Background: an optimization exercise with open tools, aiming at small area. Do not read the settings as production practice.
The RTL was checked by simulation tests, not by an equivalence proof against the original design.

==> design.v <==
module rgb_to_ycrcb(input clk,
	input [7:0] r,
	input [7:0] g,
	input [7:0] b,
	output [7:0] y,
	output [7:0] cr,
	output [7:0] cb);
reg w1_124;
reg w1_125;
reg w1_126;
reg w1_127;
reg w1_128;
reg w1_129;
reg w1_130;
reg w1_131;
reg w1_132;
reg w1_133;
reg wc1_144;
reg wc1_145;
reg wc1_146;
reg r1_147;
reg r1_148;
reg r1_149;
reg r1_150;
reg r1_151;
reg r1_152;
reg r1_153;
reg r1_154;
reg b1_155;
reg b1_156;
reg b1_157;
reg b1_158;
reg b1_159;
reg b1_160;
reg b1_161;
reg b1_162;
reg g1_163;
reg g1_164;
reg g1_165;
reg g1_166;
reg y2_252;
reg y2_253;
reg y2_254;
reg y2_255;
reg y2_256;
reg y2_257;
reg y2_258;
reg y2_259;
reg d2_396;
reg d2_397;
reg d2_398;
reg d2_399;
reg d2_400;
reg d2_401;
reg d2_402;
reg d2_403;
reg d2_404;
reg d2_c415;
reg d2_c416;
reg e2_457;
reg e2_458;
reg e2_459;
reg e2_460;
reg e2_461;
reg e2_462;
reg e2_463;
reg e2_464;
reg e2_c466;
reg cr3_487;
reg cr3_488;
reg cr3_489;
reg cr3_490;
reg cr3_491;
reg cr3_492;
reg cr3_493;
reg cr3_494;
reg cb3_495;
reg cb3_496;
reg cb3_497;
reg cb3_498;
reg cb3_499;
reg cb3_500;
reg cb3_501;
reg cb3_502;
reg y3_503;
reg y3_504;
reg y3_505;
reg y3_506;
reg y3_507;
reg y3_508;
reg y3_509;
reg y3_510;
wire s1;
wire c2;
wire s3;
wire c4;
wire s5;
wire c6;
wire s7;
wire c8;
wire s9;
wire c10;
wire s11;
wire c12;
wire s13;
wire c14;
wire s15;
wire c16;
wire s17;
wire c18;
wire s19;
wire c20;
wire s21;
wire c22;
wire s23;
wire c24;
wire s25;
wire c26;
wire s27;
wire c28;
wire s29;
wire c30;
wire s31;
wire c32;
wire s33;
wire c34;
wire s35;
wire c36;
wire s37;
wire c38;
wire s39;
wire c40;
wire s41;
wire c42;
wire s43;
wire c44;
wire s45;
wire c46;
wire s47;
wire c48;
wire s49;
wire c50;
wire s51;
wire c52;
wire s53;
wire c54;
wire s55;
wire c56;
wire s57;
wire c58;
wire s59;
wire c60;
wire s61;
wire c62;
wire s63;
wire c64;
wire s65;
wire c66;
wire s67;
wire c68;
wire s69;
wire c70;
wire s71;
wire c72;
wire s73;
wire c74;
wire s75;
wire c76;
wire s77;
wire c78;
wire s79;
wire c80;
wire s81;
wire c82;
wire s83;
wire c84;
wire s85;
wire c86;
wire s87;
wire c88;
wire s89;
wire c90;
wire s91;
wire c92;
wire s93;
wire c94;
wire s95;
wire c96;
wire s97;
wire c98;
wire s99;
wire c100;
wire s101;
wire c102;
wire q103;
wire q104;
wire q105;
wire q106;
wire q107;
wire g108;
wire q109;
wire g110;
wire q111;
wire g112;
wire q113;
wire q114;
wire g115;
wire q116;
wire g117;
wire q118;
wire o119;
wire o120;
wire o121;
wire o122;
wire o123;
wire i134;
wire i135;
wire i136;
wire i137;
wire i138;
wire i139;
wire i140;
wire i141;
wire i142;
wire i143;
wire s167;
wire c168;
wire s169;
wire c170;
wire s171;
wire c172;
wire s173;
wire c174;
wire s175;
wire c176;
wire s177;
wire c178;
wire s179;
wire c180;
wire s181;
wire c182;
wire s183;
wire c184;
wire s185;
wire c186;
wire s187;
wire c188;
wire i189;
wire i190;
wire i191;
wire i192;
wire i193;
wire i194;
wire l195;
wire o196;
wire l197;
wire o198;
wire l199;
wire o200;
wire l201;
wire o202;
wire l203;
wire o204;
wire l205;
wire o206;
wire z207;
wire s208;
wire c209;
wire s210;
wire c211;
wire s212;
wire c213;
wire s214;
wire c215;
wire s216;
wire c217;
wire s218;
wire c219;
wire s220;
wire c221;
wire s222;
wire c223;
wire s224;
wire c225;
wire s226;
wire c227;
wire s228;
wire c229;
wire s230;
wire c231;
wire s232;
wire c233;
wire s234;
wire c235;
wire s236;
wire c237;
wire s238;
wire c239;
wire s240;
wire c241;
wire s242;
wire c243;
wire y244;
wire y245;
wire y246;
wire y247;
wire y248;
wire y249;
wire y250;
wire y251;
wire i260;
wire i261;
wire i262;
wire i263;
wire i264;
wire i265;
wire i266;
wire i267;
wire i268;
wire i269;
wire i270;
wire i271;
wire i272;
wire i273;
wire i274;
wire i275;
wire s276;
wire c277;
wire s278;
wire c279;
wire s280;
wire c281;
wire s282;
wire c283;
wire s284;
wire c285;
wire s286;
wire c287;
wire s288;
wire c289;
wire s290;
wire c291;
wire s292;
wire c293;
wire s294;
wire c295;
wire s296;
wire c297;
wire s298;
wire c299;
wire s300;
wire c301;
wire s302;
wire c303;
wire s304;
wire c305;
wire s306;
wire c307;
wire s308;
wire c309;
wire s310;
wire c311;
wire s312;
wire c313;
wire p314;
wire p315;
wire p316;
wire p317;
wire p318;
wire p319;
wire p320;
wire p321;
wire p322;
wire p323;
wire p324;
wire p325;
wire p326;
wire p327;
wire p328;
wire p329;
wire p330;
wire p331;
wire p332;
wire p333;
wire p334;
wire p335;
wire p336;
wire p337;
wire p338;
wire p339;
wire s340;
wire c341;
wire g342;
wire q343;
wire g344;
wire q345;
wire g346;
wire q347;
wire g348;
wire q349;
wire g350;
wire q351;
wire g352;
wire q353;
wire g354;
wire q355;
wire g356;
wire q357;
wire g358;
wire q359;
wire g360;
wire q361;
wire g362;
wire q363;
wire g364;
wire q365;
wire g366;
wire q367;
wire g368;
wire q369;
wire g370;
wire q371;
wire g372;
wire q373;
wire g374;
wire q375;
wire g376;
wire q377;
wire g378;
wire q379;
wire g380;
wire q381;
wire g382;
wire q383;
wire g384;
wire q385;
wire o386;
wire o387;
wire c388;
wire c389;
wire c390;
wire c391;
wire c392;
wire c393;
wire c394;
wire c395;
wire i405;
wire i406;
wire i407;
wire i408;
wire i409;
wire i410;
wire i411;
wire i412;
wire i413;
wire i414;
wire s417;
wire c418;
wire s419;
wire c420;
wire s421;
wire c422;
wire s423;
wire c424;
wire s425;
wire c426;
wire i427;
wire s428;
wire c429;
wire s430;
wire c431;
wire s432;
wire c433;
wire i434;
wire s435;
wire c436;
wire s437;
wire c438;
wire s439;
wire c440;
wire s441;
wire c442;
wire s443;
wire c444;
wire i445;
wire s446;
wire c447;
wire s448;
wire c449;
wire i450;
wire s451;
wire c452;
wire s453;
wire c454;
wire s455;
wire c456;
wire i465;
wire s467;
wire c468;
wire s469;
wire c470;
wire s471;
wire c472;
wire s473;
wire c474;
wire s475;
wire c476;
wire i477;
wire s478;
wire c479;
wire i480;
wire s481;
wire c482;
wire i483;
wire s484;
wire c485;
wire i486;
add3 u_s1 (.a(r[0]), .b(g[1]), .c(g[0]), .s(s1), .co(c2));
add2 u_s3 (.a(b[0]), .b(s1), .s(s3), .co(c4));
add3 u_s5 (.a(r[1]), .b(r[0]), .c(g[2]), .s(s5), .co(c6));
add3 u_s7 (.a(g[1]), .b(b[1]), .c(c2), .s(s7), .co(c8));
add3 u_s9 (.a(s5), .b(c4), .c(s7), .s(s9), .co(c10));
add3 u_s11 (.a(r[2]), .b(r[1]), .c(g[3]), .s(s11), .co(c12));
add3 u_s13 (.a(g[2]), .b(g[0]), .c(b[2]), .s(s13), .co(c14));
add3 u_s15 (.a(c6), .b(s11), .c(s13), .s(s15), .co(c16));
add3 u_s17 (.a(c8), .b(s15), .c(c10), .s(s17), .co(c18));
add3 u_s19 (.a(r[3]), .b(r[2]), .c(g[4]), .s(s19), .co(c20));
add3 u_s21 (.a(g[3]), .b(g[1]), .c(b[3]), .s(s21), .co(c22));
add3 u_s23 (.a(b[0]), .b(c12), .c(c14), .s(s23), .co(c24));
add3 u_s25 (.a(s19), .b(s21), .c(c16), .s(s25), .co(c26));
add3 u_s27 (.a(s23), .b(s25), .c(c18), .s(s27), .co(c28));
add3 u_s29 (.a(r[4]), .b(r[3]), .c(r[0]), .s(s29), .co(c30));
add3 u_s31 (.a(g[5]), .b(g[4]), .c(g[2]), .s(s31), .co(c32));
add3 u_s33 (.a(b[4]), .b(b[1]), .c(c20), .s(s33), .co(c34));
add3 u_s35 (.a(c22), .b(s29), .c(s31), .s(s35), .co(c36));
add3 u_s37 (.a(c24), .b(s33), .c(s35), .s(s37), .co(c38));
add3 u_s39 (.a(c26), .b(s37), .c(c28), .s(s39), .co(c40));
add3 u_s41 (.a(r[5]), .b(r[4]), .c(r[1]), .s(s41), .co(c42));
add3 u_s43 (.a(g[6]), .b(g[5]), .c(g[3]), .s(s43), .co(c44));
add3 u_s45 (.a(g[0]), .b(b[5]), .c(b[2]), .s(s45), .co(c46));
add3 u_s47 (.a(c30), .b(c32), .c(s41), .s(s47), .co(c48));
add3 u_s49 (.a(s43), .b(s45), .c(c34), .s(s49), .co(c50));
add3 u_s51 (.a(c36), .b(s47), .c(s49), .s(s51), .co(c52));
add3 u_s53 (.a(c38), .b(s51), .c(c40), .s(s53), .co(c54));
add3 u_s55 (.a(r[6]), .b(r[5]), .c(r[2]), .s(s55), .co(c56));
add3 u_s57 (.a(g[7]), .b(g[6]), .c(g[4]), .s(s57), .co(c58));
add3 u_s59 (.a(g[1]), .b(b[6]), .c(b[3]), .s(s59), .co(c60));
add3 u_s61 (.a(c42), .b(c44), .c(c46), .s(s61), .co(c62));
add3 u_s63 (.a(s55), .b(s57), .c(s59), .s(s63), .co(c64));
add3 u_s65 (.a(c48), .b(s61), .c(s63), .s(s65), .co(c66));
add3 u_s67 (.a(c50), .b(s65), .c(c52), .s(s67), .co(c68));
add3 u_s69 (.a(r[7]), .b(r[6]), .c(r[3]), .s(s69), .co(c70));
add3 u_s71 (.a(g[7]), .b(g[5]), .c(g[2]), .s(s71), .co(c72));
add3 u_s73 (.a(b[7]), .b(b[4]), .c(c56), .s(s73), .co(c74));
add3 u_s75 (.a(c58), .b(c60), .c(s69), .s(s75), .co(c76));
add3 u_s77 (.a(s71), .b(c62), .c(c64), .s(s77), .co(c78));
add3 u_s79 (.a(s73), .b(s75), .c(c66), .s(s79), .co(c80));
add3 u_s81 (.a(s77), .b(s79), .c(c68), .s(s81), .co(c82));
add3 u_s83 (.a(r[7]), .b(r[4]), .c(g[6]), .s(s83), .co(c84));
add3 u_s85 (.a(g[3]), .b(b[5]), .c(c70), .s(s85), .co(c86));
add3 u_s87 (.a(c72), .b(s83), .c(c74), .s(s87), .co(c88));
add3 u_s89 (.a(c76), .b(s85), .c(c78), .s(s89), .co(c90));
add3 u_s91 (.a(s87), .b(c80), .c(s89), .s(s91), .co(c92));
add3 u_s93 (.a(c84), .b(c86), .c(c88), .s(s93), .co(c94));
add3 u_s95 (.a(c90), .b(s93), .c(c92), .s(s95), .co(c96));
add2 u_s97 (.a(c54), .b(s67), .s(s97), .co(c98));
add2 u_s99 (.a(c82), .b(s91), .s(s99), .co(c100));
add2 u_s101 (.a(c94), .b(c96), .s(s101), .co(c102));
assign q103 = s39 & s27;
assign q104 = s97 & s53;
assign q105 = s99 & s81;
assign q106 = s101 & s95;
assign q107 = q104 & q103;
assign g108 = c102 | (q106 & c100);
assign q109 = q106 & q105;
assign g110 = g108 | (q109 & c98);
assign q111 = q109 & q107;
assign g112 = c100 | (q105 & c98);
assign q113 = q105 & q107;
assign q114 = s53 & q103;
assign g115 = 1'b0 | (s81 & c98);
assign q116 = s81 & q107;
assign g117 = 1'b0 | (s95 & g112);
assign q118 = s95 & q113;
assign o119 = s81 ^ c98;
assign o120 = s99 ^ g115;
assign o121 = s95 ^ g112;
assign o122 = s101 ^ g117;
assign o123 = 1'b0 ^ g110;
always @(posedge clk) w1_124 <= g[0];
always @(posedge clk) w1_125 <= s3;
always @(posedge clk) w1_126 <= s9;
always @(posedge clk) w1_127 <= s17;
always @(posedge clk) w1_128 <= s27;
always @(posedge clk) w1_129 <= s39;
always @(posedge clk) w1_130 <= s53;
always @(posedge clk) w1_131 <= s97;
always @(posedge clk) w1_132 <= o119;
always @(posedge clk) w1_133 <= o120;
assign i134 = ~w1_124;
assign i135 = ~w1_125;
assign i136 = ~w1_126;
assign i137 = ~w1_127;
assign i138 = ~w1_128;
assign i139 = ~w1_129;
assign i140 = ~w1_130;
assign i141 = ~w1_131;
assign i142 = ~w1_132;
assign i143 = ~w1_133;
always @(posedge clk) wc1_144 <= o121;
always @(posedge clk) wc1_145 <= o122;
always @(posedge clk) wc1_146 <= o123;
always @(posedge clk) r1_147 <= r[0];
always @(posedge clk) r1_148 <= r[1];
always @(posedge clk) r1_149 <= r[2];
always @(posedge clk) r1_150 <= r[3];
always @(posedge clk) r1_151 <= r[4];
always @(posedge clk) r1_152 <= r[5];
always @(posedge clk) r1_153 <= r[6];
always @(posedge clk) r1_154 <= r[7];
always @(posedge clk) b1_155 <= b[0];
always @(posedge clk) b1_156 <= b[1];
always @(posedge clk) b1_157 <= b[2];
always @(posedge clk) b1_158 <= b[3];
always @(posedge clk) b1_159 <= b[4];
always @(posedge clk) b1_160 <= b[5];
always @(posedge clk) b1_161 <= b[6];
always @(posedge clk) b1_162 <= b[7];
always @(posedge clk) g1_163 <= g[7];
always @(posedge clk) g1_164 <= g[4];
always @(posedge clk) g1_165 <= g[5];
always @(posedge clk) g1_166 <= g[6];
add3 u_s167 (.a(r1_152), .b(g1_163), .c(g1_164), .s(s167), .co(c168));
add3 u_s169 (.a(b1_161), .b(wc1_144), .c(s167), .s(s169), .co(c170));
add3 u_s171 (.a(r1_153), .b(g1_165), .c(b1_162), .s(s171), .co(c172));
add3 u_s173 (.a(wc1_145), .b(c168), .c(s171), .s(s173), .co(c174));
add2 u_s175 (.a(c170), .b(s173), .s(s175), .co(c176));
add3 u_s177 (.a(r1_154), .b(g1_166), .c(wc1_146), .s(s177), .co(c178));
add3 u_s179 (.a(c172), .b(s177), .c(c174), .s(s179), .co(c180));
add2 u_s181 (.a(c176), .b(s179), .s(s181), .co(c182));
add3 u_s183 (.a(g1_163), .b(c178), .c(c180), .s(s183), .co(c184));
add2 u_s185 (.a(c182), .b(s183), .s(s185), .co(c186));
add2 u_s187 (.a(c184), .b(c186), .s(s187), .co(c188));
assign i189 = ~s169;
assign i190 = ~s175;
assign i191 = ~s181;
assign i192 = ~s185;
assign i193 = ~s187;
assign i194 = ~c188;
assign l195 = w1_125 ^ w1_124;
assign o196 = w1_125 | w1_124;
assign l197 = w1_126 ^ o196;
assign o198 = w1_126 | o196;
assign l199 = w1_127 ^ o198;
assign o200 = w1_127 | o198;
assign l201 = w1_128 ^ o200;
assign o202 = w1_128 | o200;
assign l203 = w1_129 ^ o202;
assign o204 = w1_129 | o202;
assign l205 = w1_130 ^ o204;
assign o206 = w1_130 | o204;
zero7 u_z207 (.a({w1_130, w1_129, w1_128, w1_127, w1_126, w1_125, w1_124}), .z(z207));
add3 u_s208 (.a(r1_147), .b(i141), .c(z207), .s(s208), .co(c209));
add3 u_s210 (.a(r1_148), .b(i142), .c(c209), .s(s210), .co(c211));
add3 u_s212 (.a(r1_149), .b(i143), .c(c211), .s(s212), .co(c213));
add3 u_s214 (.a(r1_150), .b(i189), .c(c213), .s(s214), .co(c215));
add3 u_s216 (.a(r1_151), .b(i190), .c(c215), .s(s216), .co(c217));
add3 u_s218 (.a(r1_152), .b(i191), .c(c217), .s(s218), .co(c219));
add3 u_s220 (.a(r1_153), .b(i192), .c(c219), .s(s220), .co(c221));
add3 u_s222 (.a(r1_154), .b(i193), .c(c221), .s(s222), .co(c223));
add2 u_s224 (.a(i194), .b(c223), .s(s224), .co(c225));
add3 u_s226 (.a(b1_155), .b(i141), .c(z207), .s(s226), .co(c227));
add3 u_s228 (.a(b1_156), .b(i142), .c(c227), .s(s228), .co(c229));
add3 u_s230 (.a(b1_157), .b(i143), .c(c229), .s(s230), .co(c231));
add3 u_s232 (.a(b1_158), .b(i189), .c(c231), .s(s232), .co(c233));
add3 u_s234 (.a(b1_159), .b(i190), .c(c233), .s(s234), .co(c235));
add3 u_s236 (.a(b1_160), .b(i191), .c(c235), .s(s236), .co(c237));
add3 u_s238 (.a(b1_161), .b(i192), .c(c237), .s(s238), .co(c239));
add3 u_s240 (.a(b1_162), .b(i193), .c(c239), .s(s240), .co(c241));
add2 u_s242 (.a(i194), .b(c241), .s(s242), .co(c243));
assign y244 = w1_131 | c188;
assign y245 = w1_132 | c188;
assign y246 = w1_133 | c188;
assign y247 = s169 | c188;
assign y248 = s175 | c188;
assign y249 = s181 | c188;
assign y250 = s185 | c188;
assign y251 = s187 | c188;
always @(posedge clk) y2_252 <= y244;
always @(posedge clk) y2_253 <= y245;
always @(posedge clk) y2_254 <= y246;
always @(posedge clk) y2_255 <= y247;
always @(posedge clk) y2_256 <= y248;
always @(posedge clk) y2_257 <= y249;
always @(posedge clk) y2_258 <= y250;
always @(posedge clk) y2_259 <= y251;
assign i260 = ~s224;
assign i261 = ~l195;
assign i262 = ~l197;
assign i263 = ~l199;
assign i264 = ~l201;
assign i265 = ~l203;
assign i266 = ~l205;
assign i267 = ~s208;
assign i268 = ~s210;
assign i269 = ~s212;
assign i270 = ~s214;
assign i271 = ~s216;
assign i272 = ~s218;
assign i273 = ~s220;
assign i274 = ~s222;
assign i275 = ~s242;
add2 u_s276 (.a(i261), .b(i264), .s(s276), .co(c277));
add3 u_s278 (.a(w1_124), .b(i262), .c(i265), .s(s278), .co(c279));
add3 u_s280 (.a(l195), .b(i263), .c(i266), .s(s280), .co(c281));
add3 u_s282 (.a(l197), .b(i264), .c(i267), .s(s282), .co(c283));
add3 u_s284 (.a(l199), .b(i265), .c(i268), .s(s284), .co(c285));
add3 u_s286 (.a(l201), .b(i266), .c(i269), .s(s286), .co(c287));
add3 u_s288 (.a(l203), .b(i267), .c(i270), .s(s288), .co(c289));
add3 u_s290 (.a(l205), .b(i268), .c(i271), .s(s290), .co(c291));
add2 u_s292 (.a(i261), .b(i263), .s(s292), .co(c293));
add2 u_s294 (.a(i262), .b(i264), .s(s294), .co(c295));
add3 u_s296 (.a(w1_124), .b(i263), .c(i265), .s(s296), .co(c297));
add3 u_s298 (.a(i134), .b(s276), .c(i266), .s(s298), .co(c299));
add3 u_s300 (.a(i267), .b(c277), .c(s278), .s(s300), .co(c301));
add3 u_s302 (.a(i268), .b(c279), .c(s280), .s(s302), .co(c303));
add3 u_s304 (.a(s282), .b(c281), .c(i269), .s(s304), .co(c305));
add3 u_s306 (.a(c283), .b(s284), .c(i270), .s(s306), .co(c307));
add3 u_s308 (.a(c285), .b(s286), .c(i271), .s(s308), .co(c309));
add3 u_s310 (.a(c287), .b(s288), .c(i272), .s(s310), .co(c311));
add3 u_s312 (.a(c289), .b(s290), .c(i273), .s(s312), .co(c313));
assign p314 = 1'b1 & i134;
assign p315 = 1'b1 | i134;
assign p316 = i262 & w1_124;
assign p317 = i262 | w1_124;
assign p318 = s292 & i134;
assign p319 = s292 | i134;
assign p320 = s294 & c293;
assign p321 = s294 | c293;
assign p322 = s296 & c295;
assign p323 = s296 | c295;
assign p324 = s298 & c297;
assign p325 = s298 | c297;
assign p326 = s300 & c299;
assign p327 = s300 | c299;
assign p328 = s302 & c301;
assign p329 = s302 | c301;
assign p330 = s304 & c303;
assign p331 = s304 | c303;
assign p332 = s306 & c305;
assign p333 = s306 | c305;
assign p334 = s308 & c307;
assign p335 = s308 | c307;
assign p336 = s310 & c309;
assign p337 = s310 | c309;
assign p338 = s312 & c311;
assign p339 = s312 | c311;
add2 u_s340 (.a(c291), .b(c313), .s(s340), .co(c341));
assign g342 = 1'b0 | (i261 & p314);
assign q343 = i261 & p315;
assign g344 = p318 | (p319 & p316);
assign q345 = p319 & p317;
assign g346 = p322 | (p323 & p320);
assign q347 = p323 & p321;
assign g348 = p326 | (p327 & p324);
assign q349 = p327 & p325;
assign g350 = p330 | (p331 & p328);
assign q351 = p331 & p329;
assign g352 = p334 | (p335 & p332);
assign q353 = p335 & p333;
assign g354 = p338 | (p339 & p336);
assign q355 = p339 & p337;
assign g356 = g344 | (q345 & g342);
assign q357 = q345 & q343;
assign g358 = g348 | (q349 & g346);
assign q359 = q349 & q347;
assign g360 = g352 | (q353 & g350);
assign q361 = q353 & q351;
assign g362 = g358 | (q359 & g356);
assign q363 = q359 & q357;
assign g364 = g360 | (q361 & g362);
assign q365 = q361 & q363;
assign g366 = g346 | (q347 & g356);
assign q367 = q347 & q357;
assign g368 = g350 | (q351 & g362);
assign q369 = q351 & q363;
assign g370 = g354 | (q355 & g364);
assign q371 = q355 & q365;
assign g372 = p316 | (p317 & g342);
assign q373 = p317 & q343;
assign g374 = p320 | (p321 & g356);
assign q375 = p321 & q357;
assign g376 = p324 | (p325 & g366);
assign q377 = p325 & q367;
assign g378 = p328 | (p329 & g362);
assign q379 = p329 & q363;
assign g380 = p332 | (p333 & g368);
assign q381 = p333 & q369;
assign g382 = p336 | (p337 & g364);
assign q383 = p337 & q365;
assign g384 = c341 | (s340 & g370);
assign q385 = s340 & q371;
assign o386 = s340 ^ g370;
assign o387 = 1'b0 ^ g384;
assign c388 = w1_124 & l199;
assign c389 = (l195 & l201) | (l195 & c388) | (l201 & c388);
assign c390 = (l197 & l203) | (l197 & c389) | (l203 & c389);
assign c391 = (l199 & l205) | (l199 & c390) | (l205 & c390);
assign c392 = (l201 & s226) | (l201 & c391) | (s226 & c391);
assign c393 = (l203 & s228) | (l203 & c392) | (s228 & c392);
assign c394 = (l205 & s230) | (l205 & c393) | (s230 & c393);
assign c395 = (s226 & s232) | (s226 & c394) | (s232 & c394);
always @(posedge clk) d2_396 <= s208;
always @(posedge clk) d2_397 <= s210;
always @(posedge clk) d2_398 <= s212;
always @(posedge clk) d2_399 <= s214;
always @(posedge clk) d2_400 <= s216;
always @(posedge clk) d2_401 <= s218;
always @(posedge clk) d2_402 <= s220;
always @(posedge clk) d2_403 <= s222;
always @(posedge clk) d2_404 <= s224;
assign i405 = ~d2_404;
assign i406 = ~1'b0;
assign i407 = ~d2_396;
assign i408 = ~d2_397;
assign i409 = ~d2_398;
assign i410 = ~d2_399;
assign i411 = ~d2_400;
assign i412 = ~d2_401;
assign i413 = ~d2_402;
assign i414 = ~d2_403;
always @(posedge clk) d2_c415 <= o386;
always @(posedge clk) d2_c416 <= o387;
add3 u_s417 (.a(d2_396), .b(d2_c415), .c(i409), .s(s417), .co(c418));
add3 u_s419 (.a(i412), .b(i414), .c(s417), .s(s419), .co(c420));
add3 u_s421 (.a(d2_397), .b(d2_404), .c(d2_c416), .s(s421), .co(c422));
add3 u_s423 (.a(i410), .b(i413), .c(c418), .s(s423), .co(c424));
add3 u_s425 (.a(s421), .b(c420), .c(s423), .s(s425), .co(c426));
assign i427 = ~s425;
add3 u_s428 (.a(d2_398), .b(i411), .c(i414), .s(s428), .co(c429));
add3 u_s430 (.a(c422), .b(s428), .c(c424), .s(s430), .co(c431));
add3 u_s432 (.a(s430), .b(c426), .c(s425), .s(s432), .co(c433));
assign i434 = ~s432;
add3 u_s435 (.a(d2_399), .b(d2_404), .c(i412), .s(s435), .co(c436));
add3 u_s437 (.a(c429), .b(s435), .c(c431), .s(s437), .co(c438));
add3 u_s439 (.a(s437), .b(c433), .c(s432), .s(s439), .co(c440));
add3 u_s441 (.a(d2_400), .b(i413), .c(c436), .s(s441), .co(c442));
add3 u_s443 (.a(s441), .b(c438), .c(c440), .s(s443), .co(c444));
assign i445 = ~s443;
add3 u_s446 (.a(d2_401), .b(i414), .c(c442), .s(s446), .co(c447));
add3 u_s448 (.a(s446), .b(c444), .c(s443), .s(s448), .co(c449));
assign i450 = ~s448;
add3 u_s451 (.a(d2_402), .b(d2_404), .c(c447), .s(s451), .co(c452));
add3 u_s453 (.a(s451), .b(c449), .c(s448), .s(s453), .co(c454));
add3 u_s455 (.a(d2_403), .b(c452), .c(c454), .s(s455), .co(c456));
always @(posedge clk) e2_457 <= s228;
always @(posedge clk) e2_458 <= s230;
always @(posedge clk) e2_459 <= s232;
always @(posedge clk) e2_460 <= s234;
always @(posedge clk) e2_461 <= s236;
always @(posedge clk) e2_462 <= s238;
always @(posedge clk) e2_463 <= s240;
always @(posedge clk) e2_464 <= s242;
assign i465 = ~e2_464;
always @(posedge clk) e2_c466 <= c395;
add3 u_s467 (.a(e2_457), .b(e2_460), .c(e2_c466), .s(s467), .co(c468));
add3 u_s469 (.a(e2_458), .b(e2_461), .c(c468), .s(s469), .co(c470));
add3 u_s471 (.a(e2_459), .b(e2_462), .c(c470), .s(s471), .co(c472));
add3 u_s473 (.a(e2_460), .b(e2_463), .c(c472), .s(s473), .co(c474));
add3 u_s475 (.a(e2_461), .b(i465), .c(c474), .s(s475), .co(c476));
assign i477 = ~s475;
add3 u_s478 (.a(e2_462), .b(c476), .c(s475), .s(s478), .co(c479));
assign i480 = ~s478;
add3 u_s481 (.a(e2_463), .b(c479), .c(s478), .s(s481), .co(c482));
assign i483 = ~s481;
add3 u_s484 (.a(i465), .b(c482), .c(s481), .s(s484), .co(c485));
assign i486 = ~s484;
always @(posedge clk) cr3_487 <= s419;
always @(posedge clk) cr3_488 <= i427;
always @(posedge clk) cr3_489 <= i434;
always @(posedge clk) cr3_490 <= s439;
always @(posedge clk) cr3_491 <= i445;
always @(posedge clk) cr3_492 <= i450;
always @(posedge clk) cr3_493 <= s453;
always @(posedge clk) cr3_494 <= s455;
always @(posedge clk) cb3_495 <= s467;
always @(posedge clk) cb3_496 <= s469;
always @(posedge clk) cb3_497 <= s471;
always @(posedge clk) cb3_498 <= s473;
always @(posedge clk) cb3_499 <= i477;
always @(posedge clk) cb3_500 <= i480;
always @(posedge clk) cb3_501 <= i483;
always @(posedge clk) cb3_502 <= i486;
always @(posedge clk) y3_503 <= y2_252;
always @(posedge clk) y3_504 <= y2_253;
always @(posedge clk) y3_505 <= y2_254;
always @(posedge clk) y3_506 <= y2_255;
always @(posedge clk) y3_507 <= y2_256;
always @(posedge clk) y3_508 <= y2_257;
always @(posedge clk) y3_509 <= y2_258;
always @(posedge clk) y3_510 <= y2_259;
assign y = {y3_510, y3_509, y3_508, y3_507, y3_506, y3_505, y3_504, y3_503};
assign cr = {cr3_494, cr3_493, cr3_492, cr3_491, cr3_490, cr3_489, cr3_488, cr3_487};
assign cb = {cb3_502, cb3_501, cb3_500, cb3_499, cb3_498, cb3_497, cb3_496, cb3_495};
endmodule
module add3(input a, input b, input c, output s, output co);
assign s = a ^ b ^ c;
assign co = (a & b) | (a & c) | (b & c);
endmodule
module zero7(input [6:0] a, output z);
assign z = ~(|a);
endmodule
module xnor2m(input a, input b, output y);
assign y = ~(a ^ b);
endmodule
module or2m(input a, input b, output y);
assign y = a | b;
endmodule
module add2(input a, input b, output s, output co);
assign s = a ^ b;
assign co = a & b;
endmodule
==> flow/run.sh <==
#!/bin/bash
bash standard.sh "BUFFER_PORTS_ARGS=-buffer_cell sky130_fd_sc_hd__buf_1" \
  "CTS_ARGS=-sink_clustering_enable -repair_clock_nets -dont_use_dummy_load -root_buf sky130_fd_sc_hd__clkbuf_8 -buf_list sky130_fd_sc_hd__clkbuf_4 -sink_clustering_size 20 -sink_buffer_max_cap_derate 1.0" \
  GPL_KEEP_OVERFLOW=0 finish > standard.log 2>&1
==> standard.sh <==
#!/bin/bash
# synth_recipe.tcl (not shown) runs the flow's synth.tcl, then flattens the netlist and writes it again
# the make line also repeats each setting of config.mk as NAME=value (left out here)
make -C /OpenROAD-flow-scripts/flow DESIGN_CONFIG=/design/flow/config.mk WORK_HOME=/design/flow/orfs CLKGATE_MAP_FILE= SYNTH_SCRIPT=/design/flow/synth_recipe.tcl "${@:-finish}"
==> config.mk <==
export PLATFORM = sky130hd
export DESIGN_NAME = rgb_to_ycrcb
export DESIGN_NICKNAME = rgb_to_ycrcb
export VERILOG_FILES = /design/flow/design.v
export SDC_FILE = /design/flow/constraint.sdc
export NUM_CORES = 4
export LEC_CHECK = 0
export CAP_MARGIN = 20
export CORE_MARGIN = 2
export CORE_UTILIZATION = 60
export PLACE_DENSITY = 0.7
export SLEW_MARGIN = 20
export SYNTH_HIERARCHICAL = 1
export SYNTH_MINIMUM_KEEP_SIZE = 0
==> constraint.sdc <==
create_clock -name core_clock -period 5.0 [get_ports {clk}]
set_input_delay 1.0000 -clock core_clock [delete_from_list [all_inputs] [get_ports {clk}]]
set_output_delay 1.0000 -clock core_clock [all_outputs]
set_load 0.01 [all_outputs]
==> summary.txt, run 1 <==
Status
  • Status: complete, no violations

Yosys
  • YS warnings: 7
  • Mapped Nets: approximately 500
  • Mapped Cells: around 340
  • Syn Area/Cell: 14.54 sq um
  • Synth area leaders: fa_1, dfxtp_1, ha_1
  • Seq/Total Area, Yosys: 0.3474
  • Cell taking the most area after synthesis: fa_1
  • Top cell type's share of synthesized area: 0.4577
  • Syn Std Cell Area: about 4900 sq um
  • Synth unique cells: 32
  • Flops & latches, synth: 85

Clock network
  • Cts hold-fix bufs: 0
  • TritonCTS clock tree: yes
  • Reg clk slew, reported paths: about 0.070 ns
  • Num CTS Buffers: 9
  • Sink Count: 85
  • Clock latency on the worst-skew pair: 0.36 ns
  • Root Buffer Master: clkbuf_8
  • H-Tree Depth: 3
  • Post-CTS setup repair buffer count: 0
  • Clock Path Buffers: 2

Placed design
  • Post-DP HPWL: roughly 6600 um
  • PortBufs: 48
  • Pre-CTS WS: 0.02749 ns
  • GPL Wtd Cong: 0.8532
  • Post-Place Cells: roughly 460

Global routing
  • Gr usage total: 0.2014
  • First-pass GRT wire length: 13020 um
  • Vias in the first global route: 2852
  • Initial antenna violation count: 0
  • Remaining Overflow, GRT: 0
  • Largest net degree at the start of global routing: 16

Timing
  • TNS Setup: 0 ns
  • Final Max Tran Viols: 0
  • Worst Clk Skew: 0.03560 ns
  • Tcrit/Tclk final: 0.9517
  • Slew Limit Headroom: 0.7150
  • RSZ-0062 raised after global routing: false
  • F_max: 210.2 MHz
  • PnR worst setup slack: 0.2416 ns
  • Min Tclk post-route: 4.758 ns
  • Setup violations, final: 0
  • Worst slew pin tran: 0.4168 ns
  • Final hold vios: 0

Floorplan
  • Die area: 8903 sq um
  • Number of placement rows: 32
  • Starting Density: 0.6274
  • Die X: 94.36 um
  • Chip height: 94.36 um
  • Core Box Area: just under 8000 sq um
  • I/O pin total: 49

Detailed routing
  • WL final: 7528 um
  • Via/cell ratio: 5.100
  • TritonRoute pass-1 iters: 4
  • DR vias: 2407
  • Number of DRC markers in iteration 0: about 40
  • Drt wl/cell: ~16 um
  • DRC viols: 0
  • DRT antenna net count: 0

Final layout
  • Multi-input logic area: roughly 2900 sq um
  • Final net count: 531
  • Fin cells: ~470
  • Fillers: 578
  • Synth-to-layout area growth: 5.441%
  • Share of layout cells above drive strength 1: 0.06216
  • Diode count: 0
  • Sequential cell area: 1707 sq um

Setup path
  • Worst setup path category: register to register
  • Top fanout value on the critical path: 3
  • CP Data Arrival Time: around 5 ns
  • Startpoint types: register
  • Setup crit end kind: register
  • CP required: 5.21 ns

Hold path
  • Worst hold path class: register to register

Job
  • Maxcap violations: 0
-- cells in the mapped netlist (all sizes together) --
cell type,instances
a2111oi,1
a211oi,1
a21oi,4
a22oi,4
a2bb2oi,1
a31o,2
a31oi,3
and2,1
buf,24
clkinv,1
dfxtp,85
fa,112
ha,22
inv,42
maj3,1
nand2,8
nand3b,1
nor2,4
nor2b,1
nor4,1
o211a,1
o21ai,4
o221ai,1
o22a,1
o22ai,4
o31ai,1
or2,2
or4,1
xnor2,1
xor2,2
-- cell families (layout without fill, tap and decap cells) --
kind of cell	count (synthesis)	count (layout)	synth area share
DFF	85	85	0.3474
adders and majority gates	135	135	0.5162
xor gates and xnor gates	3	3	0.006898
and+or+nand+nor	19	19	0.01992
AOI/OAI and AO/OA	28	28	0.03985
buffers and inverters	67	100	0.06973
-- routing by layer --
metal  track usage  wire, um  vias up
met1        0.2349      3075     1246
met2        0.3673      4029       52
li1              -         -     1091
met4       0.08454       151        0
met5             0         0        -
met3       0.03591       272       18
-- what timing repair did --
action	CTS	global route
gates resized for setup	1	6
endpoints found under the setup margin	1	2
pin swaps	0	2
-- per-stage QoR --
stage	area [sq um]	util	hold slack (ns)
after floorplan	4898	-	0.3096
final	5165	0.6615	0.3246
after CTS	5151	0.6598	0.3225
after detailed placement	5026	0.6438	0.3121
after global placement	5026	0.6438	0.3096
after global routing	5165	0.6615	0.3311
-- per-module statistics from Yosys, one instance, submodules excluded --
module,copies in the design,flops+latches
add2,14,0
add3,112,0
rgb_to_ycrcb,1,85
zero7,1,0
-- final timing paths --
check	from	to	slack [ns]	depth (start not counted)
setup / recovery	w1_130	d2_c416	0.24	17
hold / removal	y2_255	y3_506	0.32	0
setup reg to reg	w1_130	d2_c416	0.24	17
hold reg to reg	y2_255	y3_506	0.32	0
-- critical path: stages (launching register included) --
cell,delay [ns]
dfxtp_2,0.35
or4_1,0.13
nor4_2,0.05
fa_1,0.39
fa_2,0.35
fa_2,0.35
fa_2,0.34
fa_1,0.38
fa_2,0.35
fa_1,0.52
inv_1,0.07
fa_1,0.50
nor2_1,0.14
nor2_1,0.06
o31ai_1,0.07
o21ai_0,0.11
ha_1,0.19
or2_2,0.28
-- cell usage in the layout (no fill, tap or decap), types with 3 or more instances in the layout --
cell	Yosys	final
clkbuf_8	0	9
nor2_1	4	4
a21oi_1	3	3
a22oi_1	4	4
nand2_1	8	8
buf_1	0	48
dfxtp_1	85	83
o21ai_0	3	3
fa_1	112	108
inv_1	42	42
fa_2	0	4
a31oi_1	3	3
ha_1	22	22
o22ai_1	4	4
-- area by class of cell --
type                            count  share of cell area
Multi-Input combinational cell    185              0.5547
Sequential cell                    85              0.3304
Timing Repair Buffer               48             0.03488
Inverter                           43             0.03125
Tap cell                          102             0.02471
Clock buffer                        9             0.02398
==> run 2: changes to the inputs <==
==> flow/run.sh (replaced) <==
#!/bin/bash
bash standard.sh "BUFFER_PORTS_ARGS=-buffer_cell sky130_fd_sc_hd__buf_1" \
  "CTS_ARGS=-sink_clustering_enable -dont_use_dummy_load -root_buf sky130_fd_sc_hd__clkbuf_8 -buf_list sky130_fd_sc_hd__clkbuf_4 -sink_clustering_size 20 -sink_buffer_max_cap_derate 1.0" \
  GPL_KEEP_OVERFLOW=0 finish > standard.log 2>&1
==> summary.txt, run 2 <==
Clock network
  • TritonCTS clock tree: yes (unchanged)
  • Post-CTS setup repair buffer count: 0 (unchanged)
  • Cts hold-fix bufs: 0 (unchanged)
  • Root Buffer Master: clkbuf_8 (unchanged)
  • Reg clk slew, reported paths: 0.07 ns (about the same)
  • Clock Path Buffers: 2 (unchanged)
  • Sink Count: 85 (unchanged)
  • H-Tree Depth: 3 (unchanged)
  • Clock latency on the worst-skew pair: 0.36 ns (about the same)
  • Num CTS Buffers: 9 (unchanged)

Setup path
  • Cell family contributing the most delay on the critical path: adder cells (unchanged)
  • Crit-path slowest cell: fa_1 (unchanged)
  • Worst setup path category: register to register (unchanged)
  • Worst-path cell chain: or4_1 -> nor4_2 -> fa_1 -> fa_2 -> fa_2 -> fa_2 -> fa_1 -> fa_2 -> fa_1 -> inv_1 -> fa_1 -> nor2_1 -> nor2_1 -> o31ai_1 -> o21ai_0 -> ha_1 -> or2_2 (unchanged)
  • Worst R2R End: d2_c416 (unchanged)
  • Worst flop-to-flop path startpoint: w1_130 (unchanged)
  • Top fanout value on the critical path: 3 (unchanged)
  • Setup crit end kind: register (unchanged)
  • CP required: 5.21 ns (about the same)
  • R2R depth: 17 (unchanged)
  • Worst path max stage delay: 0.52 ns (about the same)
  • R2r setup slk: 0.24 ns (about the same)
  • Startpoint types: register (unchanged)
  • CP Data Arrival Time: 4.97 ns (about the same)
  • WP buf/inv: 1 (unchanged)

Placed design
  • Post-DP HPWL: 6627 um (unchanged)
  • PortBufs: 48 (unchanged)
  • DP Area: 5026 sq um (unchanged)
  • GPL Wtd Cong: 0.8532 (unchanged)

Yosys
  • Synth area leaders: fa_1, dfxtp_1, ha_1 (unchanged)
  • Post-synthesis xor/xnor area fraction: 0.006897 (unchanged)
  • Flops & latches, synth: 85 (unchanged)
  • Synth cell count leaders: fa_1, dfxtp_1, inv_1 (unchanged)
  • Seq/Total Area, Yosys: 0.3474 (unchanged)
  • Most numerous cell in the Yosys netlist: fa_1 (unchanged)
  • Adder and majority cell fraction of the synthesized area: 0.5162 (unchanged)
  • Cell taking the most area after synthesis: fa_1 (unchanged)
  • Mapped Nets: 496 (unchanged)
  • Top_reg_cell synth: dfxtp_1 (unchanged)
  • Syn Std Cell Area: 4898 sq um (unchanged)
  • Number of flops mapped to enable cells by yosys: 0 (unchanged)
  • Largest family of logic cells by synthesized area: adder cells (unchanged)
  • Ys async rst share: 0 (unchanged)
  • Syn Area/Cell: 14.54 sq um (unchanged)
  • YS warnings: 7 (unchanged)
  • Top cell type's share of synthesized area: 0.4577 (unchanged)
  • Synth unique cells: 32 (unchanged)
  • Synth Area in Compound Gates: 0.03985 (unchanged)
  • Mapped Cells: 337 (unchanged)
  • Synth Area in Simple Gates: 0.01992 (unchanged)
  • Mux contribution to synthesized area: 0 (unchanged)

Detailed routing
  • WL final: 7528 um (unchanged)
  • DR vias: 2407 (unchanged)
  • DRT antenna net count: 0 (unchanged)
  • Number of DRC markers in iteration 0: 41 (unchanged)
  • DRC viols: 0 (unchanged)
  • Via/cell ratio: 5.100 (unchanged)
  • Drt wl/cell: 15.95 um (unchanged)
  • TritonRoute pass-1 iters: 4 (unchanged)

Timing
  • TNS Setup: 0 ns (unchanged)
  • Slew Limit Headroom: 0.7150 (unchanged)
  • RSZ-0062 raised after global routing: false (unchanged)
  • Worst Clk Skew: 0.03560 ns (unchanged)
  • Worst slew pin tran: 0.4168 ns (unchanged)
  • Tcrit/Tclk final: 0.9517 (unchanged)
  • Setup violations, final: 0 (unchanged)
  • Final Max Tran Viols: 0 (unchanged)
  • F_max: 210.2 MHz (unchanged)
  • Min Tclk post-route: 4.758 ns (unchanged)
  • Final hold vios: 0 (unchanged)

Floorplan
  • Die area: 8903 sq um (unchanged)
  • Chip height: 94.36 um (unchanged)
  • I/O pin total: 49 (unchanged)
  • Die X: 94.36 um (unchanged)
  • Starting Density: 0.6274 (unchanged)
  • Number of placement rows: 32 (unchanged)
  • Core Box Area: 7807 sq um (unchanged)

Final layout
  • Share of layout cells above drive strength 1: 0.06216 (unchanged)
  • Synth-to-layout area growth: 5.441% (unchanged)
  • Diode count: 0 (unchanged)
  • Final net count: 531 (unchanged)
  • Most common cell after layout, fill and taps aside: fa_1 (unchanged)
  • Fillers: 578 (unchanged)
  • Commonest cells after routing, fill and taps aside: fa_1, dfxtp_1, buf_1, inv_1, ha_1 (unchanged)
  • Post-route cell area: 5165 sq um (unchanged)

Hold path
  • Worst hold path class: register to register (unchanged)
  • Hold Path Depth: 0 (unchanged)
  • Origin of the worst min-delay path: y2_255 (unchanged)
  • WHS Endpoint: y3_506 (unchanged)

Global routing
  • Initial antenna violation count: 0 (unchanged)
  • Gr usage total: 0.2014 (unchanged)
  • Remaining Overflow, GRT: 0 (unchanged)
  • First-pass GRT wire length: 13020 um (unchanged)
  • Largest net degree at the start of global routing: 16 (unchanged)
  • Vias in the first global route: 2852 (unchanged)

Job
  • Maxcap violations: 0 (unchanged)

Status
  • Status: complete, no violations (unchanged)
run 2: cell counts after synthesis:
No cell type changed its count.
run 2: layout make-up:
type	instances	area [sq um]	area share
inverter	43	161.4	0.03125
clock buffer	9	123.9	0.02398
sequential	85	1707	0.3304
tap	102	127.6	0.02471
multi-input combinational	185	2865	0.5547
timing repair buffer	48	180.2	0.03488
run 2: how the worst max path moves through the flow:
stage	slack, ns	end	from	cells past startpoint
6_report	0.24	d2_c416	w1_130	17
4_1_cts	0.05	d2_c416	w1_130	17
2_1_floorplan	0.29	d2_c416	w1_124	15
3_5_place_dp	0.03	wc1_145	g[1]	12
5_1_grt	0.06	d2_c416	w1_130	17
3_3_place_gp	0.08	d2_c416	w1_124	16
run 2: cell families (layout without fill, tap and decap cells):
group	after synthesis	count (layout)
DFF	85	85
xor gates and xnor gates	3	3
AOI/OAI and AO/OA	28	28
and+or+nand+nor	19	19
adders and majority gates	135	135
buffers and inverters	67	100
run 2: through the flow:
stage	setup slack (ns)	std cells	utilization	hold slack (ns)
after floorplan	0.2885	337	-	0.3096
after global placement	0.07517	463	0.6438	0.3096
after detailed placement	0.02749	463	0.6438	0.3121
after CTS	0.05221	472	0.6598	0.3225
after global routing	0.05840	472	0.6615	0.3311
final	0.2416	472	0.6615	0.3246
run 2: metal layers:
| metal | part of all wire | global-route usage | routed length, um | vias to the layer above |
|---|---|---|---|---|
| met5 | 0 | 0 | 0 | - |
| met4 | 0.020 | 0.08454 | 151 | 0 |
| met3 | 0.036 | 0.03591 | 272 | 18 |
| met2 | 0.54 | 0.3673 | 4029 | 52 |
| met1 | 0.41 | 0.2349 | 3075 | 1246 |
| li1 | - | - | - | 1091 |
run 2: worst reg2reg max path, cell delays in order, from the launching register on:
cell and delay (ns):
dfxtp_2 0.35, or4_1 0.13, nor4_2 0.05, fa_1 0.39
fa_2 0.35, fa_2 0.35, fa_2 0.34, fa_1 0.38
fa_2 0.35, fa_1 0.52, inv_1 0.07, fa_1 0.50
nor2_1 0.14, nor2_1 0.06, o31ai_1 0.07, o21ai_0 0.11
ha_1 0.19, or2_2 0.28
run 2: what timing repair did:
item	in CTS	in global routing
gates resized for setup	1	6
pin swaps	0	2
endpoints found under the setup margin	1	2
run 2: modules after synthesis, one instance, submodules excluded:
| module | copies in the design | cells |
|---|---|---|
| zero7 | 1 | 2 |
| rgb_to_ycrcb | 1 | 209 |
| add3 | 112 | 1 |
| add2 | 14 | 1 |
==> run 3: changes to the inputs <==
==> flow/run.sh (replaced) <==
#!/bin/bash
bash standard.sh "BUFFER_PORTS_ARGS=-buffer_cell sky130_fd_sc_hd__buf_1" \
  "CTS_ARGS=-sink_clustering_enable -repair_clock_nets -dont_use_dummy_load -buf_list {sky130_fd_sc_hd__clkbuf_4 sky130_fd_sc_hd__clkbuf_8} -sink_clustering_size 20" \
  GPL_KEEP_OVERFLOW=0 finish > standard.log 2>&1
==> summary.txt, run 3 <==
Setup path
  • CP Data Arrival Time: 4.97 ns (about the same)
  • Setup crit end kind: register (unchanged)
  • Top fanout value on the critical path: 3 (unchanged)
  • Startpoint types: register (unchanged)
  • CP required: 5.21 ns (about the same)
  • Worst setup path category: register to register (unchanged)

Detailed routing
  • DRT antenna net count: 0 (unchanged)
  • Via/cell ratio: 5.100 (unchanged)
  • DRC viols: 0 (unchanged)
  • WL final: 7528 um (unchanged)
  • Number of DRC markers in iteration 0: 41 (unchanged)
  • TritonRoute pass-1 iters: 4 (unchanged)
  • DR vias: 2407 (unchanged)
  • Drt wl/cell: 15.95 um (unchanged)

Timing
  • Setup violations, final: 0 (unchanged)
  • RSZ-0062 raised after global routing: false (unchanged)
  • Min Tclk post-route: 4.758 ns (unchanged)
  • Final hold vios: 0 (unchanged)
  • Slew Limit Headroom: 0.7150 (unchanged)
  • Worst Clk Skew: 0.03560 ns (unchanged)
  • Worst slew pin tran: 0.4168 ns (unchanged)
  • TNS Setup: 0 ns (unchanged)
  • PnR worst setup slack: 0.2416 ns (unchanged)
  • F_max: 210.2 MHz (unchanged)
  • Tcrit/Tclk final: 0.9517 (unchanged)
  • Final Max Tran Viols: 0 (unchanged)

Placed design
  • Post-DP HPWL: 6627 um (unchanged)
  • GPL Wtd Cong: 0.8532 (unchanged)
  • Pre-CTS WS: 0.02749 ns (unchanged)
  • PortBufs: 48 (unchanged)

Global routing
  • Initial antenna violation count: 0 (unchanged)
  • Gr usage total: 0.2014 (unchanged)
  • Vias in the first global route: 2852 (unchanged)
  • First-pass GRT wire length: 13020 um (unchanged)
  • Remaining Overflow, GRT: 0 (unchanged)
  • Largest net degree at the start of global routing: 16 (unchanged)

Yosys
  • Synth area leaders: fa_1, dfxtp_1, ha_1 (unchanged)
  • Top_reg_cell synth: dfxtp_1 (unchanged)
  • Mapped Nets: 496 (unchanged)
  • Ys async rst share: 0 (unchanged)
  • Syn Std Cell Area: 4898 sq um (unchanged)
  • Most numerous cell in the Yosys netlist: fa_1 (unchanged)
  • Number of flops mapped to enable cells by yosys: 0 (unchanged)
  • Synth unique cells: 32 (unchanged)
  • YS warnings: 7 (unchanged)
  • Syn Area/Cell: 14.54 sq um (unchanged)
  • Flops & latches, synth: 85 (unchanged)
  • Cell taking the most area after synthesis: fa_1 (unchanged)
  • Seq/Total Area, Yosys: 0.3474 (unchanged)
  • Top cell type's share of synthesized area: 0.4577 (unchanged)
  • Mapped Cells: 337 (unchanged)
  • Synth cell count leaders: fa_1, dfxtp_1, inv_1 (unchanged)

Clock network
  • Reg clk slew, reported paths: 0.07 ns (about the same)
  • Sink Count: 85 (unchanged)
  • Cts hold-fix bufs: 0 (unchanged)
  • Num CTS Buffers: 9 (unchanged)
  • Root Buffer Master: clkbuf_8 (unchanged)
  • Post-CTS setup repair buffer count: 0 (unchanged)
  • H-Tree Depth: 3 (unchanged)
  • TritonCTS clock tree: yes (unchanged)
  • Clock Path Buffers: 2 (unchanged)
  • Clock latency on the worst-skew pair: 0.36 ns (about the same)

Job
  • Maxcap violations: 0 (unchanged)

Final layout
  • Synth-to-layout area growth: 5.441% (unchanged)
  • Commonest cells after routing, fill and taps aside: fa_1, dfxtp_1, buf_1, inv_1, ha_1 (unchanged)
  • Diode count: 0 (unchanged)
  • Most common cell after layout, fill and taps aside: fa_1 (unchanged)
  • Share of layout cells above drive strength 1: 0.06216 (unchanged)
  • Final net count: 531 (unchanged)

Status
  • Status: complete, no violations (unchanged)

Floorplan
  • I/O pin total: 49 (unchanged)
  • Chip height: 94.36 um (unchanged)
  • Core Box Area: 7807 sq um (unchanged)
  • Die X: 94.36 um (unchanged)
  • Starting Density: 0.6274 (unchanged)
  • Die area: 8903 sq um (unchanged)
  • Number of placement rows: 32 (unchanged)

Hold path
  • Worst hold path class: register to register (unchanged)
run 3: cell families after synthesis:
family / Yosys count / synth area share
xor gates and xnor gates: 3 / 0.006898
buffers and inverters: 67 / 0.06973
DFF: 85 / 0.3474
and+or+nand+nor: 19 / 0.01992
AOI/OAI and AO/OA: 28 / 0.03985
adders and majority gates: 135 / 0.5162
run 3: final timing paths:
check / depth (start not counted) / to / startpoint / slack [ns]
setup / recovery: 17 / d2_c416 / w1_130 / 0.24
hold reg to reg: 0 / y3_506 / y2_255 / 0.32
setup reg to reg: 17 / d2_c416 / w1_130 / 0.24
hold / removal: 0 / y3_506 / y2_255 / 0.32
run 3: final cells by class:
| cell class | count | area, sq um |
|---|---|---|
| Multi-Input combinational cell | 185 | 2865 |
| Fill cell | 578 | 2643 |
| Sequential cell | 85 | 1707 |
| Timing Repair Buffer | 48 | 180.2 |
| Inverter | 43 | 161.4 |
| Tap cell | 102 | 127.6 |
| Clock buffer | 9 | 123.9 |
run 3: critical path: stages (launching register included):
cell	delay [ns]
dfxtp_2	0.35
or4_1	0.13
nor4_2	0.05
fa_1	0.39
fa_2	0.35
fa_2	0.35
fa_2	0.34
fa_1	0.38
fa_2	0.35
fa_1	0.52
inv_1	0.07
fa_1	0.50
nor2_1	0.14
nor2_1	0.06
o31ai_1	0.07
o21ai_0	0.11
ha_1	0.19
or2_2	0.28
run 3: timing repair:
item                                    4_1_cts  5_1_grt
gates resized for setup                       1        6
endpoints found under the setup margin        1        2
pin swaps                                     0        2
endpoints found under the hold margin         0        0
run 3: layer usage:
| metal | track usage | share of wire | up-vias |
|---|---|---|---|
| met5 | 0 | 0 | - |
| met4 | 0.08454 | 0.020 | 0 |
| met3 | 0.03591 | 0.036 | 18 |
| met2 | 0.3673 | 0.54 | 52 |
| met1 | 0.2349 | 0.41 | 1246 |
| li1 | - | - | 1091 |
run 3: per-module statistics from Yosys (local to each module, per instance):
module / cells inside / flops+latches
zero7: 2 / 0
add2: 1 / 0
rgb_to_ycrcb: 209 / 85
add3: 1 / 0
run 3: metrics by stage:
stage	cell area, sq um	instances	utilization	hold slack (ns)
CTS	5151	472	0.6598	0.3225
finish	5165	472	0.6615	0.3246
floorplan	4898	337	-	0.3096
detailed placement	5026	463	0.6438	0.3121
global route	5165	472	0.6615	0.3311
global placement	5026	463	0.6438	0.3096

## what the ideal ports hide
No port has a modelled driver above. Below, the same layouts with a new extraction and two added sets of constraints. Step 1, drivers: a clkbuf_16 drives clk and a buf_2 each remaining input, both assumed. Step 2, shift: input delay + t, output delay - t, t = (earliest + latest rising clock arrival at the registers) / 2. This alone moves slack from input paths to output paths. Slacks: ideal / step 1 / step 2; pairs: ideal / step 1.
| run | t (ns) | setup WS [ns] | latest minus earliest clock arrival (ns) | slew at the worst register clock pin (ns) |
|---|---|---|---|---|
| run 1 | 0.369 | 0.242 / 0.242 / 0.060 | 0.035 / 0.036 | 0.09 / 0.09 |
| run 2 | 0.369 | 0.242 / 0.242 / 0.060 | 0.035 / 0.036 | 0.09 / 0.09 |
| run 3 | 0.369 | 0.242 / 0.242 / 0.060 | 0.035 / 0.036 | 0.09 / 0.09 |
After both steps every run listed still meets setup and hold.
